What follows belongs to an exercise in optimizing a design on an open flow for small area, a short achievable clock period and few clock cycles per item; a production flow would make more cautious choices.
Only simulation tests tie the RTL to the original design; equivalence was not proved.

===== design/flow/standard.sh =====
#!/bin/bash
# synth_recipe.tcl (not shown) runs the flow's synth.tcl, then flattens the netlist and writes it again
# the make line also repeats each setting of config.mk as NAME=value (left out here)
make -C /OpenROAD-flow-scripts/flow DESIGN_CONFIG=/design/flow/config.mk WORK_HOME=/design/flow/orfs CLKGATE_MAP_FILE= SYNTH_SCRIPT=/design/flow/synth_recipe.tcl "${@:-finish}"

===== design/flow/design.v =====
module LUT (
    input      [4:0]  sel,
    output reg [31:0] value
);
    always @(*) begin
        case (sel)
        5'd0:  value = 32'h5A000000;
        5'd1:  value = 32'h3521E1EA;
        5'd2:  value = 32'h1C124D4A;
        5'd3:  value = 32'h0E4047A0;
        5'd4:  value = 32'h0726F57E;
        5'd5:  value = 32'h0392B95A;
        5'd6:  value = 32'h01C925CA;
        5'd7:  value = 32'h00E45A2C;
        5'd8:  value = 32'h00723A7E;
        5'd9:  value = 32'h003987BA;
        5'd10: value = 32'h001C490E;
        5'd11: value = 32'h000E4520;
        5'd12: value = 32'h000722F8;
        5'd13: value = 32'h0003CCDC;
        5'd14: value = 32'h0001CAAE;
        default: value = 32'h0;
        endcase
    end
endmodule
module V_CORDIC (
    input signed [31:0]      i_data_1,
    input signed [31:0]      i_data_2,
    input                    en,
    input                    rst,
    input                    clk,
    input         [31:0]     LUT,
    output        [31:0]     o_data_1,
    output        [31:0]     o_data_2,
    output        [31:0]     angle,
    output reg               done_flag,
    output        [4:0]      sel
);
    localparam [31:0] ANG0 = 32'h9C20A7BB;    
    reg        busy;
    reg [4:0]  cnt;           
    reg [32:0] x, y;
    reg [31:1] a;             
    reg [31:0] hx, hy;
    reg        iter, mul, usehi, last, minv;
    reg [3:0]  shx_lo, shx_hr, shy_lo_n, shy_hr_n;    
    reg [1:0]  shx_hm, shy_hm_n;                      
    wire [4:0] cnt_n  = busy ? cnt + 5'd1 : 5'd0;
    wire       iter_n = (cnt_n < 5'd15);
    reg  [3:0] sh_n;
    reg        minv_n;
    always @(*) begin
        minv_n = 1'b0;
        case (cnt_n)
        5'd15: begin sh_n = 4'd1; minv_n = 1'b1; end
        5'd16: begin sh_n = 4'd3; end
        5'd17: begin sh_n = 4'd4; minv_n = 1'b1; end
        5'd18: begin sh_n = 4'd2; end
        5'd19: begin sh_n = 4'd2; minv_n = 1'b1; end
        5'd20: begin sh_n = 4'd3; end
        5'd21: begin sh_n = 4'd3; end
        5'd22: begin sh_n = 4'd3; minv_n = 1'b1; end
        5'd23: begin sh_n = 4'd2; end
        default: sh_n = cnt_n[3:0];
        endcase
    end
    wire [3:0] lo_n = 4'b0001 << sh_n[1:0];
    wire [3:0] hi_n = 4'b0001 << sh_n[3:2];
    wire [3:0] hr_n = iter_n ? hi_n : 4'b0000;
    wire [1:0] hm_n = iter_n ? 2'b00 : hi_n[1:0];
    wire neg = y[31];
    wire xs = usehi ? x[32] : x[31];
    wire ys = usehi ? y[32] : y[31];
    wire [32:0] shx, shy;
    cordic_sra33 srx (.r({y[31], y[31:0]}), .m({xs, x[31:0]}),
                      .s_lo(shx_lo), .s_hr(shx_hr), .s_hm(shx_hm), .q(shx));
    cordic_sra33 sry (.r({x[31], x[31:0]}), .m({ys, y[31:0]}),
                      .s_lo(~shy_lo_n), .s_hr(~shy_hr_n), .s_hm(~shy_hm_n), .q(shy));
    wire invx = (iter & neg)  | minv;
    wire invy = (iter & ~neg) | minv;
    wire cix  = iter & neg;
    wire ciy  = iter & ~neg;
    wire [32:0] ax = mul ? {hx[31], hx} : {x[31], x[31:0]};
    wire [32:0] ay = mul ? {hy[31], hy} : {y[31], y[31:0]};
    wire [32:0] sumx, sumy;
    cordic_add33 addx (.a(ax), .b(shx ^ {33{invx}}), .ci(cix), .s(sumx));
    cordic_add33 addy (.a(ay), .b(shy ^ {33{invy}}), .ci(ciy), .s(sumy));
    wire [31:1] adda = a + LUT[31:1];
    wire [31:1] suma = neg ? adda : a;
    always @(posedge clk or posedge rst) begin
        if (rst) begin
            busy      <= 1'b0;
            cnt       <= 5'd0;
            done_flag <= 1'b0;
        end else begin
            done_flag <= busy & last;
            busy      <= busy ? ~last : en;
            cnt       <= cnt_n;
        end
    end
    always @(posedge clk) begin
        iter     <= iter_n;
        mul      <= ~iter_n;
        usehi    <= (cnt_n >= 5'd16);
        last     <= (cnt_n == 5'd23);
        minv     <= minv_n;
        shx_lo   <= lo_n;
        shx_hr   <= hr_n;
        shx_hm   <= hm_n;
        shy_lo_n <= ~lo_n;
        shy_hr_n <= ~hr_n;
        shy_hm_n <= ~hm_n;
        x        <= busy ? sumx : {i_data_1[31], i_data_1};
        y        <= busy ? sumy : {i_data_2[31], i_data_2};
        a        <= busy ? suma : ANG0[31:1];
        if (!mul) begin
            hx <= sumx[31:0];
            hy <= sumy[31:0];
        end
    end
    assign sel      = cnt;
    assign o_data_1 = x[32:1];
    assign o_data_2 = y[32:1];
    assign angle    = {a, 1'b1};
endmodule
module cordic_sra33 (
    input  [32:0] r,
    input  [32:0] m,
    input  [3:0]  s_lo,
    input  [3:0]  s_hr,
    input  [1:0]  s_hm,
    output [32:0] q
);
    wire [44:0] re = {{12{r[32]}}, r};
    wire [36:0] me = {{4{m[32]}}, m};
    wire [32:0] t;
    wire [35:0] te = {{3{t[32]}}, t};
    genvar j;
    generate
        for (j = 0; j < 33; j = j + 1) begin : g
            assign t[j] = (s_hr[0] & re[j])     | (s_hr[1] & re[j + 4]) |
                          (s_hr[2] & re[j + 8]) | (s_hr[3] & re[j + 12]) |
                          (s_hm[0] & me[j])     | (s_hm[1] & me[j + 4]);
            assign q[j] = (s_lo[0] & te[j])     | (s_lo[1] & te[j + 1]) |
                          (s_lo[2] & te[j + 2]) | (s_lo[3] & te[j + 3]);
        end
    endgenerate
endmodule
module cordic_add33(input [32:0] a, input [32:0] b, input ci, output [32:0] s);
  wire [33:0] g0, p0;
  assign g0 = {a & b, ci};
  assign p0 = {a ^ b, 1'b0};
  wire g1_1 = g0[1] | (p0[1] & g0[0]);
  wire g1_2 = g0[2] | (p0[2] & g0[1]);
  wire p1_2 = p0[2] & p0[1];
  wire g1_3 = g0[3] | (p0[3] & g0[2]);
  wire p1_3 = p0[3] & p0[2];
  wire g1_4 = g0[4] | (p0[4] & g0[3]);
  wire p1_4 = p0[4] & p0[3];
  wire g1_5 = g0[5] | (p0[5] & g0[4]);
  wire p1_5 = p0[5] & p0[4];
  wire g1_6 = g0[6] | (p0[6] & g0[5]);
  wire p1_6 = p0[6] & p0[5];
  wire g1_7 = g0[7] | (p0[7] & g0[6]);
  wire p1_7 = p0[7] & p0[6];
  wire g1_8 = g0[8] | (p0[8] & g0[7]);
  wire p1_8 = p0[8] & p0[7];
  wire g1_9 = g0[9] | (p0[9] & g0[8]);
  wire p1_9 = p0[9] & p0[8];
  wire g1_10 = g0[10] | (p0[10] & g0[9]);
  wire p1_10 = p0[10] & p0[9];
  wire g1_11 = g0[11] | (p0[11] & g0[10]);
  wire p1_11 = p0[11] & p0[10];
  wire g1_12 = g0[12] | (p0[12] & g0[11]);
  wire p1_12 = p0[12] & p0[11];
  wire g1_13 = g0[13] | (p0[13] & g0[12]);
  wire p1_13 = p0[13] & p0[12];
  wire g1_14 = g0[14] | (p0[14] & g0[13]);
  wire p1_14 = p0[14] & p0[13];
  wire g1_15 = g0[15] | (p0[15] & g0[14]);
  wire p1_15 = p0[15] & p0[14];
  wire g1_16 = g0[16] | (p0[16] & g0[15]);
  wire p1_16 = p0[16] & p0[15];
  wire g1_17 = g0[17] | (p0[17] & g0[16]);
  wire p1_17 = p0[17] & p0[16];
  wire g1_18 = g0[18] | (p0[18] & g0[17]);
  wire p1_18 = p0[18] & p0[17];
  wire g1_19 = g0[19] | (p0[19] & g0[18]);
  wire p1_19 = p0[19] & p0[18];
  wire g1_20 = g0[20] | (p0[20] & g0[19]);
  wire p1_20 = p0[20] & p0[19];
  wire g1_21 = g0[21] | (p0[21] & g0[20]);
  wire p1_21 = p0[21] & p0[20];
  wire g1_22 = g0[22] | (p0[22] & g0[21]);
  wire p1_22 = p0[22] & p0[21];
  wire g1_23 = g0[23] | (p0[23] & g0[22]);
  wire p1_23 = p0[23] & p0[22];
  wire g1_24 = g0[24] | (p0[24] & g0[23]);
  wire p1_24 = p0[24] & p0[23];
  wire g1_25 = g0[25] | (p0[25] & g0[24]);
  wire p1_25 = p0[25] & p0[24];
  wire g1_26 = g0[26] | (p0[26] & g0[25]);
  wire p1_26 = p0[26] & p0[25];
  wire g1_27 = g0[27] | (p0[27] & g0[26]);
  wire p1_27 = p0[27] & p0[26];
  wire g1_28 = g0[28] | (p0[28] & g0[27]);
  wire p1_28 = p0[28] & p0[27];
  wire g1_29 = g0[29] | (p0[29] & g0[28]);
  wire p1_29 = p0[29] & p0[28];
  wire g1_30 = g0[30] | (p0[30] & g0[29]);
  wire p1_30 = p0[30] & p0[29];
  wire g1_31 = g0[31] | (p0[31] & g0[30]);
  wire p1_31 = p0[31] & p0[30];
  wire g1_32 = g0[32] | (p0[32] & g0[31]);
  wire p1_32 = p0[32] & p0[31];
  wire g1_33 = g0[33] | (p0[33] & g0[32]);
  wire p1_33 = p0[33] & p0[32];
  wire g2_2 = g1_2 | (p1_2 & g0[0]);
  wire g2_3 = g1_3 | (p1_3 & g1_1);
  wire p2_3 = p1_3 & p0[1];
  wire g2_4 = g1_4 | (p1_4 & g1_2);
  wire p2_4 = p1_4 & p1_2;
  wire g2_5 = g1_5 | (p1_5 & g1_3);
  wire p2_5 = p1_5 & p1_3;
  wire g2_6 = g1_6 | (p1_6 & g1_4);
  wire p2_6 = p1_6 & p1_4;
  wire g2_7 = g1_7 | (p1_7 & g1_5);
  wire p2_7 = p1_7 & p1_5;
  wire g2_8 = g1_8 | (p1_8 & g1_6);
  wire p2_8 = p1_8 & p1_6;
  wire g2_9 = g1_9 | (p1_9 & g1_7);
  wire p2_9 = p1_9 & p1_7;
  wire g2_10 = g1_10 | (p1_10 & g1_8);
  wire p2_10 = p1_10 & p1_8;
  wire g2_11 = g1_11 | (p1_11 & g1_9);
  wire p2_11 = p1_11 & p1_9;
  wire g2_12 = g1_12 | (p1_12 & g1_10);
  wire p2_12 = p1_12 & p1_10;
  wire g2_13 = g1_13 | (p1_13 & g1_11);
  wire p2_13 = p1_13 & p1_11;
  wire g2_14 = g1_14 | (p1_14 & g1_12);
  wire p2_14 = p1_14 & p1_12;
  wire g2_15 = g1_15 | (p1_15 & g1_13);
  wire p2_15 = p1_15 & p1_13;
  wire g2_16 = g1_16 | (p1_16 & g1_14);
  wire p2_16 = p1_16 & p1_14;
  wire g2_17 = g1_17 | (p1_17 & g1_15);
  wire p2_17 = p1_17 & p1_15;
  wire g2_18 = g1_18 | (p1_18 & g1_16);
  wire p2_18 = p1_18 & p1_16;
  wire g2_19 = g1_19 | (p1_19 & g1_17);
  wire p2_19 = p1_19 & p1_17;
  wire g2_20 = g1_20 | (p1_20 & g1_18);
  wire p2_20 = p1_20 & p1_18;
  wire g2_21 = g1_21 | (p1_21 & g1_19);
  wire p2_21 = p1_21 & p1_19;
  wire g2_22 = g1_22 | (p1_22 & g1_20);
  wire p2_22 = p1_22 & p1_20;
  wire g2_23 = g1_23 | (p1_23 & g1_21);
  wire p2_23 = p1_23 & p1_21;
  wire g2_24 = g1_24 | (p1_24 & g1_22);
  wire p2_24 = p1_24 & p1_22;
  wire g2_25 = g1_25 | (p1_25 & g1_23);
  wire p2_25 = p1_25 & p1_23;
  wire g2_26 = g1_26 | (p1_26 & g1_24);
  wire p2_26 = p1_26 & p1_24;
  wire g2_27 = g1_27 | (p1_27 & g1_25);
  wire p2_27 = p1_27 & p1_25;
  wire g2_28 = g1_28 | (p1_28 & g1_26);
  wire p2_28 = p1_28 & p1_26;
  wire g2_29 = g1_29 | (p1_29 & g1_27);
  wire p2_29 = p1_29 & p1_27;
  wire g2_30 = g1_30 | (p1_30 & g1_28);
  wire p2_30 = p1_30 & p1_28;
  wire g2_31 = g1_31 | (p1_31 & g1_29);
  wire p2_31 = p1_31 & p1_29;
  wire g2_32 = g1_32 | (p1_32 & g1_30);
  wire p2_32 = p1_32 & p1_30;
  wire g2_33 = g1_33 | (p1_33 & g1_31);
  wire p2_33 = p1_33 & p1_31;
  wire g3_4 = g2_4 | (p2_4 & g0[0]);
  wire g3_5 = g2_5 | (p2_5 & g1_1);
  wire p3_5 = p2_5 & p0[1];
  wire g3_6 = g2_6 | (p2_6 & g2_2);
  wire p3_6 = p2_6 & p1_2;
  wire g3_7 = g2_7 | (p2_7 & g2_3);
  wire p3_7 = p2_7 & p2_3;
  wire g3_8 = g2_8 | (p2_8 & g2_4);
  wire p3_8 = p2_8 & p2_4;
  wire g3_9 = g2_9 | (p2_9 & g2_5);
  wire p3_9 = p2_9 & p2_5;
  wire g3_10 = g2_10 | (p2_10 & g2_6);
  wire p3_10 = p2_10 & p2_6;
  wire g3_11 = g2_11 | (p2_11 & g2_7);
  wire p3_11 = p2_11 & p2_7;
  wire g3_12 = g2_12 | (p2_12 & g2_8);
  wire p3_12 = p2_12 & p2_8;
  wire g3_13 = g2_13 | (p2_13 & g2_9);
  wire p3_13 = p2_13 & p2_9;
  wire g3_14 = g2_14 | (p2_14 & g2_10);
  wire p3_14 = p2_14 & p2_10;
  wire g3_15 = g2_15 | (p2_15 & g2_11);
  wire p3_15 = p2_15 & p2_11;
  wire g3_16 = g2_16 | (p2_16 & g2_12);
  wire p3_16 = p2_16 & p2_12;
  wire g3_17 = g2_17 | (p2_17 & g2_13);
  wire p3_17 = p2_17 & p2_13;
  wire g3_18 = g2_18 | (p2_18 & g2_14);
  wire p3_18 = p2_18 & p2_14;
  wire g3_19 = g2_19 | (p2_19 & g2_15);
  wire p3_19 = p2_19 & p2_15;
  wire g3_20 = g2_20 | (p2_20 & g2_16);
  wire p3_20 = p2_20 & p2_16;
  wire g3_21 = g2_21 | (p2_21 & g2_17);
  wire p3_21 = p2_21 & p2_17;
  wire g3_22 = g2_22 | (p2_22 & g2_18);
  wire p3_22 = p2_22 & p2_18;
  wire g3_23 = g2_23 | (p2_23 & g2_19);
  wire p3_23 = p2_23 & p2_19;
  wire g3_24 = g2_24 | (p2_24 & g2_20);
  wire p3_24 = p2_24 & p2_20;
  wire g3_25 = g2_25 | (p2_25 & g2_21);
  wire p3_25 = p2_25 & p2_21;
  wire g3_26 = g2_26 | (p2_26 & g2_22);
  wire p3_26 = p2_26 & p2_22;
  wire g3_27 = g2_27 | (p2_27 & g2_23);
  wire p3_27 = p2_27 & p2_23;
  wire g3_28 = g2_28 | (p2_28 & g2_24);
  wire p3_28 = p2_28 & p2_24;
  wire g3_29 = g2_29 | (p2_29 & g2_25);
  wire p3_29 = p2_29 & p2_25;
  wire g3_30 = g2_30 | (p2_30 & g2_26);
  wire p3_30 = p2_30 & p2_26;
  wire g3_31 = g2_31 | (p2_31 & g2_27);
  wire p3_31 = p2_31 & p2_27;
  wire g3_32 = g2_32 | (p2_32 & g2_28);
  wire p3_32 = p2_32 & p2_28;
  wire g3_33 = g2_33 | (p2_33 & g2_29);
  wire p3_33 = p2_33 & p2_29;
  wire g4_8 = g3_8 | (p3_8 & g0[0]);
  wire g4_9 = g3_9 | (p3_9 & g1_1);
  wire p4_9 = p3_9 & p0[1];
  wire g4_10 = g3_10 | (p3_10 & g2_2);
  wire p4_10 = p3_10 & p1_2;
  wire g4_11 = g3_11 | (p3_11 & g2_3);
  wire p4_11 = p3_11 & p2_3;
  wire g4_12 = g3_12 | (p3_12 & g3_4);
  wire p4_12 = p3_12 & p2_4;
  wire g4_13 = g3_13 | (p3_13 & g3_5);
  wire p4_13 = p3_13 & p3_5;
  wire g4_14 = g3_14 | (p3_14 & g3_6);
  wire p4_14 = p3_14 & p3_6;
  wire g4_15 = g3_15 | (p3_15 & g3_7);
  wire p4_15 = p3_15 & p3_7;
  wire g4_16 = g3_16 | (p3_16 & g3_8);
  wire p4_16 = p3_16 & p3_8;
  wire g4_17 = g3_17 | (p3_17 & g3_9);
  wire p4_17 = p3_17 & p3_9;
  wire g4_18 = g3_18 | (p3_18 & g3_10);
  wire p4_18 = p3_18 & p3_10;
  wire g4_19 = g3_19 | (p3_19 & g3_11);
  wire p4_19 = p3_19 & p3_11;
  wire g4_20 = g3_20 | (p3_20 & g3_12);
  wire p4_20 = p3_20 & p3_12;
  wire g4_21 = g3_21 | (p3_21 & g3_13);
  wire p4_21 = p3_21 & p3_13;
  wire g4_22 = g3_22 | (p3_22 & g3_14);
  wire p4_22 = p3_22 & p3_14;
  wire g4_23 = g3_23 | (p3_23 & g3_15);
  wire p4_23 = p3_23 & p3_15;
  wire g4_24 = g3_24 | (p3_24 & g3_16);
  wire p4_24 = p3_24 & p3_16;
  wire g4_25 = g3_25 | (p3_25 & g3_17);
  wire p4_25 = p3_25 & p3_17;
  wire g4_26 = g3_26 | (p3_26 & g3_18);
  wire p4_26 = p3_26 & p3_18;
  wire g4_27 = g3_27 | (p3_27 & g3_19);
  wire p4_27 = p3_27 & p3_19;
  wire g4_28 = g3_28 | (p3_28 & g3_20);
  wire p4_28 = p3_28 & p3_20;
  wire g4_29 = g3_29 | (p3_29 & g3_21);
  wire p4_29 = p3_29 & p3_21;
  wire g4_30 = g3_30 | (p3_30 & g3_22);
  wire p4_30 = p3_30 & p3_22;
  wire g4_31 = g3_31 | (p3_31 & g3_23);
  wire p4_31 = p3_31 & p3_23;
  wire g4_32 = g3_32 | (p3_32 & g3_24);
  wire p4_32 = p3_32 & p3_24;
  wire g4_33 = g3_33 | (p3_33 & g3_25);
  wire p4_33 = p3_33 & p3_25;
  wire g5_16 = g4_16 | (p4_16 & g0[0]);
  wire g5_17 = g4_17 | (p4_17 & g1_1);
  wire p5_17 = p4_17 & p0[1];
  wire g5_18 = g4_18 | (p4_18 & g2_2);
  wire p5_18 = p4_18 & p1_2;
  wire g5_19 = g4_19 | (p4_19 & g2_3);
  wire p5_19 = p4_19 & p2_3;
  wire g5_20 = g4_20 | (p4_20 & g3_4);
  wire p5_20 = p4_20 & p2_4;
  wire g5_21 = g4_21 | (p4_21 & g3_5);
  wire p5_21 = p4_21 & p3_5;
  wire g5_22 = g4_22 | (p4_22 & g3_6);
  wire p5_22 = p4_22 & p3_6;
  wire g5_23 = g4_23 | (p4_23 & g3_7);
  wire p5_23 = p4_23 & p3_7;
  wire g5_24 = g4_24 | (p4_24 & g4_8);
  wire p5_24 = p4_24 & p3_8;
  wire g5_25 = g4_25 | (p4_25 & g4_9);
  wire p5_25 = p4_25 & p4_9;
  wire g5_26 = g4_26 | (p4_26 & g4_10);
  wire p5_26 = p4_26 & p4_10;
  wire g5_27 = g4_27 | (p4_27 & g4_11);
  wire p5_27 = p4_27 & p4_11;
  wire g5_28 = g4_28 | (p4_28 & g4_12);
  wire p5_28 = p4_28 & p4_12;
  wire g5_29 = g4_29 | (p4_29 & g4_13);
  wire p5_29 = p4_29 & p4_13;
  wire g5_30 = g4_30 | (p4_30 & g4_14);
  wire p5_30 = p4_30 & p4_14;
  wire g5_31 = g4_31 | (p4_31 & g4_15);
  wire p5_31 = p4_31 & p4_15;
  wire g5_32 = g4_32 | (p4_32 & g4_16);
  wire p5_32 = p4_32 & p4_16;
  wire g5_33 = g4_33 | (p4_33 & g4_17);
  wire p5_33 = p4_33 & p4_17;
  wire g6_32 = g5_32 | (p5_32 & g0[0]);
  wire g6_33 = g5_33 | (p5_33 & g1_1);
  wire p6_33 = p5_33 & p0[1];
  wire [32:0] c = {g6_32, g5_31, g5_30, g5_29, g5_28, g5_27, g5_26, g5_25, g5_24, g5_23, g5_22, g5_21, g5_20, g5_19, g5_18, g5_17, g5_16, g4_15, g4_14, g4_13, g4_12, g4_11, g4_10, g4_9, g4_8, g3_7, g3_6, g3_5, g3_4, g2_3, g2_2, g1_1, g0[0]};
  assign s = p0[33:1] ^ c;
endmodule
module V_CORDIC_Unit (
    input signed [31:0]      i_data_1, 
    input signed [31:0]      i_data_2,
    input                    en,
    input                    rst,
    input                    clk,
    output signed [31:0]     o_data_1,
    output signed [31:0]     o_data_2,
    output signed [31:0]     angle,
    output                   done_flag
);
    wire [31:0] LUT;
    wire [4:0]  sel;    
    V_CORDIC veccor (
        .i_data_1(i_data_1),
        .i_data_2(i_data_2),
        .en(en),
        .rst(rst),
        .clk(clk),
        .LUT(LUT),
        .o_data_1(o_data_1),
        .o_data_2(o_data_2),
        .angle(angle),
        .done_flag(done_flag),
        .sel(sel)
    );
    LUT lut (
        .sel(sel),
        .value(LUT)
    );
endmodule

===== design/flow/config.mk =====
export PLATFORM = sky130hd
export DESIGN_NAME = V_CORDIC_Unit
export DESIGN_NICKNAME = V_CORDIC_Unit
export VERILOG_FILES = /design/flow/design.v
export SDC_FILE = /design/flow/constraint.sdc
export NUM_CORES = 4
export LEC_CHECK = 0
export CAP_MARGIN = 20
export CORE_MARGIN = 2
export CORE_UTILIZATION = 65
export CTS_BUF_LIST = sky130_fd_sc_hd__clkbuf_4 sky130_fd_sc_hd__clkbuf_8
export CTS_CLUSTER_SIZE = 30
export PLACE_DENSITY = 0.8
export SLEW_MARGIN = 20

===== design/flow/flow/run.sh =====
#!/bin/bash
# Standard ORFS layout with two changes: port buffers are buf_1 cells, and
# repair_timing aims at a setup margin of 5.5 ns.
set -o pipefail
bash standard.sh 'BUFFER_PORTS_ARGS=-buffer_cell sky130_fd_sc_hd__buf_1' SETUP_SLACK_MARGIN=5.5 finish > standard.log 2>&1

===== design/flow/constraint.sdc =====
create_clock -name core_clock -period 10.0 [get_ports {clk}]
set_input_delay 2.0000 -clock core_clock [delete_from_list [all_inputs] [get_ports {clk}]]
set_output_delay 2.0000 -clock core_clock [all_outputs]
set_load 0.01 [all_outputs]

==> flow_summary.yaml, run 1 <==
status:
  status: "timing/DRC/antenna clean"
yosys:
  syn_nets: 2206
  ys_warn_count: 2
  ys_ff_latch: 193
  synth_common_cells: "185 x nand2_1, 135 x o21ai_0, 129 x o22ai_1, 122 x dfxtp_1, 117 x nor2_1"
  ys.flop_type: "dfxtp_1"
  synth-edff-count: 64
  ys_seq_area_share_pct: 27.6
  synth_top_area_share_pct: 14.8
  synth_top_cell_by_area: "dfxtp_1"
  synthesis.instances: 2033
  async_flop_share_pct: 3.63
  synth_area_leaders: "dfxtp_1 15%, edfxtp_1 12%, ha_1 7.8%, o22ai_1 4.9%, xor2_1 4.3%"
  syn_area_sq_um: 16500
  synth_cell_type_count: 87
  avgSynthCellArea_sq_um: 8.10
  yosys.cell_count.top_type: "nand2_1"
worst_setup_path:
  r2r_slack_ns: 5.74
  cpMostUsedCell: "a21oi_1"
  cp-start-kind: "flip-flop"
  worstPathMaxFanout: 22
  slowest_stage: "dfxtp_2"
  r2r-start: "veccor.shy_hr_n[3]$_DFF_P_"
  path_cells: "o22ai_1, nor3_1, o22ai_1, nor2_1, xor2_1, ha_1, a21oi_1, a21oi_1, o211ai_2, nand3_1, a211oi_1, o21ai_1, a21oi_1, xnor2_1, mux2_2"
  crit_type: "reg -> reg"
  timing.rr.end: "veccor.y[20]$_DFF_P_"
  cp.arrival_ns: 4.66
  required_ns: 10.39
  r2r_cells: 15
  worstSetupEndpointType: "flip-flop"
  worst_path_largest_cell_delay_ns: 0.62
detailed_routing:
  dr.pass1.iters: 8
  routed_wl_um: 51200
  drc: 0
  ant_nets: 0
  via_per_inst: 6.77
  drt_iter0_drc: 2415
  wire_per_inst_um: 21.5
  num_vias: 16100
finish:
  multiInputGateArea_sq_um: 10600
  seq_area_sq_um: 4580
  drive_gt1_share_pct: 8.50
  area_delta_synth_final_pct: 4.09
  finalNetCount: 2206
  fillers: 2144
sta:
  rsz0062_at_grt: "yes"
  relSlewSlack_pct: 21.9
  setup_viol: 0
  tightestPinTransition_ns: 1.17
  period_share_pct: 42.6
  fin_worst_skew_ns: 0.0277
  period_needed_ns: 4.26
  slew_violations: 0
  setup_tns_ns: 0
  whs_ns: 0.461
  fmax_mhz: 235
  hold_viol: 0
placement:
  dp_hpwl_um: 37900
  gp_congestion: 0.946
  port-buffer-count: 162
clock_tree:
  clk_latency_ns: 0.49
  postCtsHoldBufs: 0
  cts_buffers: 17
  clkSlewWorstSetupHoldPaths_ns: 0.12
  h-tree-depth: 4
  cts_tree: "yes"
  cts_sinks: 193
  cts-root-buf: "clkbuf_8"
  cts.path.max_buffers: 2
floorplan:
  dieArea_sq_um: 26600
  initial_utilization_pct: 65.8
  ios: 164
  die_width_um: 163
  core_sq_um: 25000
  num_rows: 58
  die_h_um: 163
global_route:
  grt_usage_pct: 38.0
  grt_max_degree: 69
  grt_pass1_wl_um: 80300
  grt_pass1_vias: 14800
  overflow: 0
  antenna_found_initial: 1
min_path:
  hold_depth: 1
  hold_end: "veccor.busy$_DFF_PP0_"
  min-delay-start: "veccor.last$_DFF_P_"
  hold_path_class: "reg -> reg"
flow_run:
  cap_violations: 0
worst max-delay path by stage:
stage	from	end	slack, ns
final	veccor.shy_hr_n[3]$_DFF_P_	veccor.y[20]$_DFF_P_	5.74
after global routing	veccor.shy_lo_n[3]$_DFF_P_	veccor.y[25]$_DFF_P_	5.50
after CTS	veccor.cnt[0]$_DFF_PP0_	veccor.a[31]$_SDFFE_PN1P_	5.47
after detailed placement	veccor.cnt[0]$_DFF_PP0_	veccor.a[31]$_SDFFE_PN1P_	5.01
after global placement	veccor.cnt[0]$_DFF_PP0_	veccor.a[31]$_SDFFE_PN1P_	5.21
after floorplan	veccor.cnt[1]$_DFF_PP0_	veccor.a[31]$_SDFFE_PN1P_	5.89
per-stage QoR:
stage | worst slack [ns] | instance area, sq um | cells | util [%]
floorplan | 5.89 | 16500 | 2033 | -
global placement | 5.21 | 16600 | 2337 | 66.3
detailed placement | 5.01 | 16600 | 2337 | 66.3
finish | 5.74 | 17100 | 2377 | 68.5
global route | 5.50 | 17100 | 2376 | 68.5
CTS | 5.47 | 17000 | 2369 | 67.9
cell type report:
cell class                 count  share of cell area [%]
inverter                     111                    2.44
timing repair buffer         180                    4.36
antenna                        1                  0.0146
multi-input combinational   1530                    61.8
tap                          330                    2.41
sequential                   193                    26.7
clock inverter                 9                   0.423
clock buffer                  23                    1.77
metal layers:
metal  share of wire [%]  wire length [um]  global-route usage (%)  vias up
li1                    -                 -                       -     7430
met1                  42             21500                    51.8     7498
met2                  45             22800                    59.3     1007
met3                 9.4              4810                    6.48      151
met4                 4.1              2090                    16.2        0
met5                   0                 0                       0        -
what timing repair did:
| item | in CTS | in global routing |
|---|---|---|
| setup endpoints to repair | 26 | 49 |
| pin swaps | 0 | 1 |
| buffers inserted | 0 | 7 |
| gates resized for setup | 14 | 21 |
| endpoints found under the hold margin | 0 | 0 |
flip-flops by register name, indices dropped and copies added, names as in the netlist, 2 cells and up:
signal,flops
veccor.cnt,5
veccor.hx,32
veccor.x,33
veccor.shy_hm_n,2
veccor.y,33
veccor.shx_lo,4
veccor.shy_lo_n,4
veccor.shy_hr_n,4
veccor.a,31
veccor.shx_hr,4
veccor.shx_hm,2
veccor.hy,32
cell families after synthesis:
kind of cell	share of synthesized area, %
AOI/OAI and AO/OA	28.3
and+or+nand+nor	13.9
buffers and inverters	8.59
DFF	27.6
xor gates and xnor gates	7.87
adders and majority gates	8.19
muxes	5.56
other	0.0228
worst max-delay path: cells and delay by family (launching register included):
family	cells	cell delay, ns
compound gates	8	1.80
simple gates	3	0.91
flops	1	0.62
fa+ha+maj	1	0.30
xor+xnor	2	0.27
mux	1	0.27
placed cells by master (no fill, tap or decap), types with 21 or more instances in the layout:
cell type / instances
a22oi_1: 79
dfxtp_1: 107
mux2_2: 62
xnor2_1: 68
a221oi_1: 29
buf_1: 162
nor3_1: 45
a21oi_1: 98
a211oi_1: 21
edfxtp_1: 64
ha_1: 102
inv_1: 109
xor2_1: 80
o21ai_0: 134
o22ai_1: 129
nand2_1: 185
nand3_1: 57
clkbuf_8: 21
a22o_1: 27
nor2_1: 117
a21o_1: 44
Testbench counts, summed over its fixed seeds: cycles 12,808, items 512.
==> inputs of run 2 (changes only) <==
==> design/flow/flow/run.sh (replaced) <==
#!/bin/bash
# Standard ORFS layout with two changes: port buffers are buf_1 cells, and
# repair_timing aims at a setup margin of 5.75 ns.
set -o pipefail
bash standard.sh 'BUFFER_PORTS_ARGS=-buffer_cell sky130_fd_sc_hd__buf_1' SETUP_SLACK_MARGIN=5.75 finish > standard.log 2>&1
==> run 2 against run 1 <==
Net effect:
- still clean on timing, DRC and antenna
- first-iteration DRC count increased by 4.6%
- area after synthesis unchanged
- via count increased by 1.5%
- clock-buffer cell count unchanged
- synthesized cell count unchanged
- global-route usage about the same
- sequential share of layout area decreased by 0.31 points
- non-clock buffer count increased by 12
- clock skew increased by 0.0040 ns
- largest cell class unchanged
- highest routed layer unchanged
==> flow_summary.yaml, run 2 <==
worst_setup_path:
  required_ns: 10.44
  worstSetupEndpointType: "flip-flop"
  path_cells: "a22oi_1, nand3_1, a22o_1, a221oi_1, xor2_1, ha_2, nand3_1, nor3_4, nand3_1, nand4_1, a21boi_1, o21ba_2, o21ai_1, xor2_1, a21o_1"
  path_buf_inv: 0
  worst_path_largest_cell_delay_ns: 0.50
  cp.arrival_ns: 4.53
  cpLargestDelayFamily: "compound AO/OA/AOI/OAI gates"
  worstPathMaxFanout: 7
  cpMostUsedCell: "nand3_1"
  slowest_stage: "dfxtp_1"
  crit_type: "reg -> reg"
  cp-start-kind: "flip-flop"
clock_tree:
  clk_latency_ns: 0.50
  cts-root-buf: "clkbuf_8"
  postCtsHoldBufs: 0
  cts_buffers: 17
  clkSlewWorstSetupHoldPaths_ns: 0.11
  h-tree-depth: 4
  cts_sinks: 193
  cts.path.max_buffers: 2
  cts_tree: "yes"
yosys:
  synth_cell_type_count: 87
  ys.flop_type: "dfxtp_1"
  yosys.cell_count.top_type: "nand2_1"
  async_flop_share_pct: 3.63
  synth_top_area_share_pct: 14.8
  synth_area_leaders: "dfxtp_1 15%, edfxtp_1 12%, ha_1 7.8%, o22ai_1 4.9%, xor2_1 4.3%"
  ys_seq_area_share_pct: 27.6
  avgSynthCellArea_sq_um: 8.10
  syn_area_sq_um: 16500
  syn_nets: 2206
  ys_warn_count: 2
  synth_common_cells: "185 x nand2_1, 135 x o21ai_0, 129 x o22ai_1, 122 x dfxtp_1, 117 x nor2_1"
  synth-edff-count: 64
  ys_ff_latch: 193
  synthesis.instances: 2033
  synth_top_cell_by_area: "dfxtp_1"
global_route:
  grt_pass1_vias: 14800
  grt_max_degree: 69
  grt_usage_pct: 38.0
  overflow: 0
  antenna_found_initial: 1
  grt_pass1_wl_um: 80400
sta:
  setup_tns_ns: 0
  hold_viol: 0
  fin_worst_skew_ns: 0.0318
  tightestPinTransition_ns: 1.14
  period_share_pct: 40.9
  setup_viol: 0
  period_needed_ns: 4.09
  relSlewSlack_pct: 23.6
  rsz0062_at_grt: "yes"
  fmax_mhz: 245
  slew_violations: 0
status:
  status: "timing/DRC/antenna clean"
floorplan:
  core_sq_um: 25000
  initial_utilization_pct: 65.8
  die_width_um: 163
  dieArea_sq_um: 26600
  die_h_um: 163
  num_rows: 58
  ios: 164
detailed_routing:
  num_vias: 16300
  routed_wl_um: 52400
  ant_nets: 0
  via_per_inst: 6.83
  drt_iter0_drc: 2526
  dr.pass1.iters: 10
  wire_per_inst_um: 21.9
  drc: 0
finish:
  finalNetCount: 2219
  diodes: 0
  final_cell_mix: "185 x nand2_1, 162 x buf_1, 133 x o21ai_0, 129 x o22ai_1, 117 x nor2_1"
  area_delta_synth_final_pct: 5.93
  top_regs: "veccor.x x33, veccor.y x33"
  drive_gt1_share_pct: 11.1
  final_common_cell: "nand2_1"
  fillers: 2126
  fin_area_sq_um: 17400
placement:
  gp_congestion: 0.946
  place_area_sq_um: 16600
  port-buffer-count: 162
  dp_hpwl_um: 37900
min_path:
  hold_path_class: "reg -> reg"
flow_run:
  cap_violations: 0
-- run 2: area by class of cell --
cell class	instances	area [sq um]	share of cell area (%)
flip-flops and latches	193	4610	26.4
repair inverters	1	5.00	0.0287
inverters	111	423	2.42
multi-input cells	1530	10800	61.6
clock buffers	23	304	1.74
well taps	330	413	2.37
clock inverters	9	72.6	0.416
repair buffers	192	866	4.96
-- run 2: logic make-up after synthesis --
group | count (synthesis) | synth area share [%]
compound gates | 691 | 28.3
simple gates | 502 | 13.9
buf+inv | 310 | 8.59
flops | 193 | 27.6
xor+xnor | 148 | 7.87
fa+ha+maj | 106 | 8.19
mux | 82 | 5.56
other cells | 1 | 0.0228
-- run 2: what timing repair did --
action                                  CTS  global route
setup buffers                             0            19
pin swaps                                 0             7
cloned                                    0             1
endpoints found under the setup margin   59            63
gates resized for setup                  26            66
-- run 2: through the flow --
stage	utilization [%]	cells	setup WS (ns)	hold slack [ns]
2_1_floorplan	-	2033	5.89	0.400
3_3_place_gp	66.3	2337	5.21	0.413
3_5_place_dp	66.3	2337	5.01	0.437
4_1_cts	68.1	2369	5.64	0.460
5_1_grt	69.7	2389	5.74	0.476
6_report	69.7	2389	5.91	0.453
-- run 2: worst paths after layout --
check | startpoint | end | slack, ns | depth (start not counted)
max | veccor.y[25]$_DFF_P_ | veccor.x[31]$_DFF_P_ | 5.91 | 15
min reg2reg | veccor.last$_DFF_P_ | veccor.busy$_DFF_PP0_ | 0.45 | 1
min in group asynchronous | rst | veccor.cnt[0]$_DFF_PP0_ | 1.42 | 2
min | veccor.last$_DFF_P_ | veccor.busy$_DFF_PP0_ | 0.45 | 1
max reg2reg | veccor.y[25]$_DFF_P_ | veccor.x[31]$_DFF_P_ | 5.91 | 15
max in group asynchronous | rst | veccor.busy$_DFF_PP0_ | 8.31 | 2
-- run 2: metal layers --
metal  wire [um]  global-route usage, %
met5           0                      0
met4        2330                   16.1
met3        5170                   6.27
met2       23300                   59.4
met1       21600                   51.9
==> inputs of run 3 (changes only) <==
==> design/flow/flow/run.sh (replaced) <==
#!/bin/bash
# Standard ORFS layout with two changes: port buffers are buf_1 cells, and
# repair_timing aims at a setup margin of 5.9 ns.
set -o pipefail
bash standard.sh 'BUFFER_PORTS_ARGS=-buffer_cell sky130_fd_sc_hd__buf_1' SETUP_SLACK_MARGIN=5.9 finish > standard.log 2>&1
==> run 3 against run 2 <==
Net effect:
- cell count increased by 0.25%
- register-to-register slack improved by 0.06 ns
- via count decreased by 0.36%
- routed wire length barely moved
- critical endpoint unchanged
==> flow_summary.yaml, run 3 <==
placement:
  gp_congestion: 0.985
  dp_hpwl_um: 37700
  port-buffer-count: 162
sta:
  setup_tns_ns: 0
  whs_ns: 0.431
  fin_worst_skew_ns: 0.0193
  period_needed_ns: 4.03
  hold_viol: 0
  rsz0062_at_grt: "yes"
  setup_viol: 0
  tightestPinTransition_ns: 0.735
  slew_violations: 0
  period_share_pct: 40.3
  fmax_mhz: 248
  relSlewSlack_pct: 50.9
clock_tree:
  cts_tree: "yes"
  h-tree-depth: 4
  cts-root-buf: "clkbuf_8"
  postCtsHoldBufs: 0
  clkSlewWorstSetupHoldPaths_ns: 0.11
  cts_buffers: 17
  cts.path.max_buffers: 2
  clk_latency_ns: 0.49
  cts_sinks: 193
global_route:
  grt_max_degree: 72
  globalRouteMet2Util_pct: 58.2
  overflow: 0
  grt.busiest_layer: "met2"
  use_met3_pct: 5.21
  grtUsageMet1_pct: 50.5
  grt_pass1_wl_um: 78400
  grt_usage_pct: 37.2
  antenna_found_initial: 0
  grt_pass1_vias: 14600
worst_setup_path:
  timing.rr.end: "veccor.x[31]$_DFF_P_"
  r2r_cells: 17
  r2r_slack_ns: 5.97
  cp-start-kind: "flip-flop"
  path_cells: "buf_4, a22oi_1, nand3_1, a22o_1, a221oi_1, xor2_1, ha_1, o21a_1, o31a_1, o311ai_4, nand4_1, buf_4, a21boi_1, o21ba_2, o21ai_1, xor2_1, a21o_1"
  cp.arrival_ns: 4.41
  r2r-start: "veccor.shx_hr[0]$_DFF_P_"
  required_ns: 10.39
  worstSetupEndpointType: "flip-flop"
  worstPathMaxFanout: 33
  slowest_stage: "o311ai_4"
  worst_path_largest_cell_delay_ns: 0.41
  crit_start: "veccor.shx_hr[0]$_DFF_P_"
  crit_type: "reg -> reg"
yosys:
  ys_warn_count: 2
  ys.flop_type: "dfxtp_1"
  yosys.cell_count.top_type: "nand2_1"
  async_flop_share_pct: 3.63
  syn_nets: 2206
  avgSynthCellArea_sq_um: 8.10
  synth_top_area_share_pct: 14.8
  ys_ff_latch: 193
  synthesis.instances: 2033
  synth_common_cells: "185 x nand2_1, 135 x o21ai_0, 129 x o22ai_1, 122 x dfxtp_1, 117 x nor2_1"
  synth_area_leaders: "dfxtp_1 15%, edfxtp_1 12%, ha_1 7.8%, o22ai_1 4.9%, xor2_1 4.3%"
  synth_cell_type_count: 87
  ys_seq_area_share_pct: 27.6
  synth-edff-count: 64
  synth_top_cell_by_area: "dfxtp_1"
  syn_area_sq_um: 16500
min_path:
  min-delay-start: "veccor.last$_DFF_P_"
  hold_depth: 1
  hold_path_class: "reg -> reg"
  hold_end: "veccor.busy$_DFF_PP0_"
flow_run:
  cap_violations: 0
floorplan:
  num_rows: 58
  die_width_um: 163
  initial_utilization_pct: 65.8
  dieArea_sq_um: 26600
  ios: 164
  die_h_um: 163
  core_sq_um: 25000
finish:
  finalNetCount: 2225
  final_common_cell: "nand2_1"
  area_delta_synth_final_pct: 8.52
  drive_gt1_share_pct: 13.8
  diodes: 0
  top_regs: "veccor.x x33, veccor.y x33"
  final_cell_mix: "183 x nand2_1, 162 x buf_1, 129 x o22ai_1, 127 x o21ai_0, 117 x nor2_1"
detailed_routing:
  num_vias: 16300
  wire_per_inst_um: 21.9
  via_per_inst: 6.79
  drc: 0
  ant_nets: 0
  drt_iter0_drc: 2333
  dr.pass1.iters: 8
  routed_wl_um: 52400
status:
  status: "timing/DRC/antenna clean"
[run 3: cell counts after synthesis]
Identical to the previous run, type by type.
[run 3: kinds of logic after synthesis]
group	synth area share (%)
AO/OA/AOI/OAI	28.3
XOR/XNOR	7.87
adder cells (fa/ha/maj)	8.19
buffers and inverters	8.59
flip-flops	27.6
multiplexers	5.56
other	0.0228
AND/OR/NAND/NOR	13.9
[run 3: worst max-delay path by stage]
| stage | endpoint | slack, ns | depth (start not counted) |
|---|---|---|---|
| floorplan | veccor.a[31]$_SDFFE_PN1P_ | 5.90 | 18 |
| CTS | veccor.x[29]$_DFF_P_ | 5.90 | 16 |
| global placement | veccor.a[31]$_SDFFE_PN1P_ | 5.33 | 17 |
| global route | veccor.x[29]$_DFF_P_ | 5.87 | 16 |
| finish | veccor.x[31]$_DFF_P_ | 5.97 | 17 |
| detailed placement | veccor.a[31]$_SDFFE_PN1P_ | 5.09 | 17 |
[run 3: area by class of cell]
| cell class | count | area [sq um] |
|---|---|---|
| clock buffer | 17 | 234 |
| multi-input combinational | 1530 | 11100 |
| clock inverter | 15 | 179 |
| tap | 330 | 413 |
| timing repair inverter | 1 | 5.00 |
| fill | 2027 | 7160 |
| inverter | 111 | 422 |
| sequential | 193 | 4600 |
| timing repair buffer | 198 | 966 |
[run 3: metal layers]
layer,part of all wire [%],routed length [um]
met1,41,21500
met2,44,23100
met3,9.8,5120
met4,5.3,2750
met5,0,0
[run 3: timing repair]
action / CTS / global route
setup endpoints to repair: 82 / 61
gates resized for setup: 32 / 129
cloned: 0 / 2
pin swaps: 2 / 26
buffers inserted: 3 / 15
[run 3: stage by stage]
step           instance area [sq um]  utilization, %  setup WS [ns]  std cells
2_1_floorplan                  16500               -           5.90       2033
3_3_place_gp                   16700            66.5           5.33       2343
3_5_place_dp                   16700            66.5           5.09       2343
4_1_cts                        17200            68.6           5.90       2378
5_1_grt                        17900            71.4           5.87       2395
6_report                       17900            71.4           5.97       2395
[run 3: critical path: cells and delay by family, from the launching register on]
family,cells,cell delay (ns)
DFF,1,0.31
and+or+nand+nor,2,0.40
buffers and inverters,2,0.44
adders and majority gates,1,0.35
xor gates and xnor gates,2,0.38
AOI/OAI and AO/OA,10,2.05

-- port drivers added, routing unchanged --
In the flow no input, the clock included, has a driving cell. The finished layouts below were timed again as built, in two steps.
Step 1, drivers: a clkbuf_16 drives clk and a buf_2 each remaining input, both assumed.
Step 2 moves the port delays by t, midway between the first and last clock arrival at a register: inputs arrive t later, outputs are due t later. That takes back most of the time a late clock gives input paths.
a / b / c = ideal / step 1 / step 2; a / b = the first two.
| run | shift t [ns] | setup WS [ns] | worst setup path after step 2 | latest minus earliest clock arrival (ns) | slew at the worst register clock pin (ns) |
|---|---|---|---|---|---|
| run 1 | 0.529 | 5.739 / 5.739 / 5.739 | register to register | 0.027 / 0.028 | 0.12 / 0.12 |
| run 2 | 0.541 | 5.911 / 5.911 / 5.911 | register to register | 0.032 / 0.032 | 0.12 / 0.12 |
| run 3 | 0.532 | 5.974 / 5.974 / 5.974 | register to register | 0.020 / 0.019 | 0.12 / 0.12 |
After both steps every run listed still meets setup and hold.
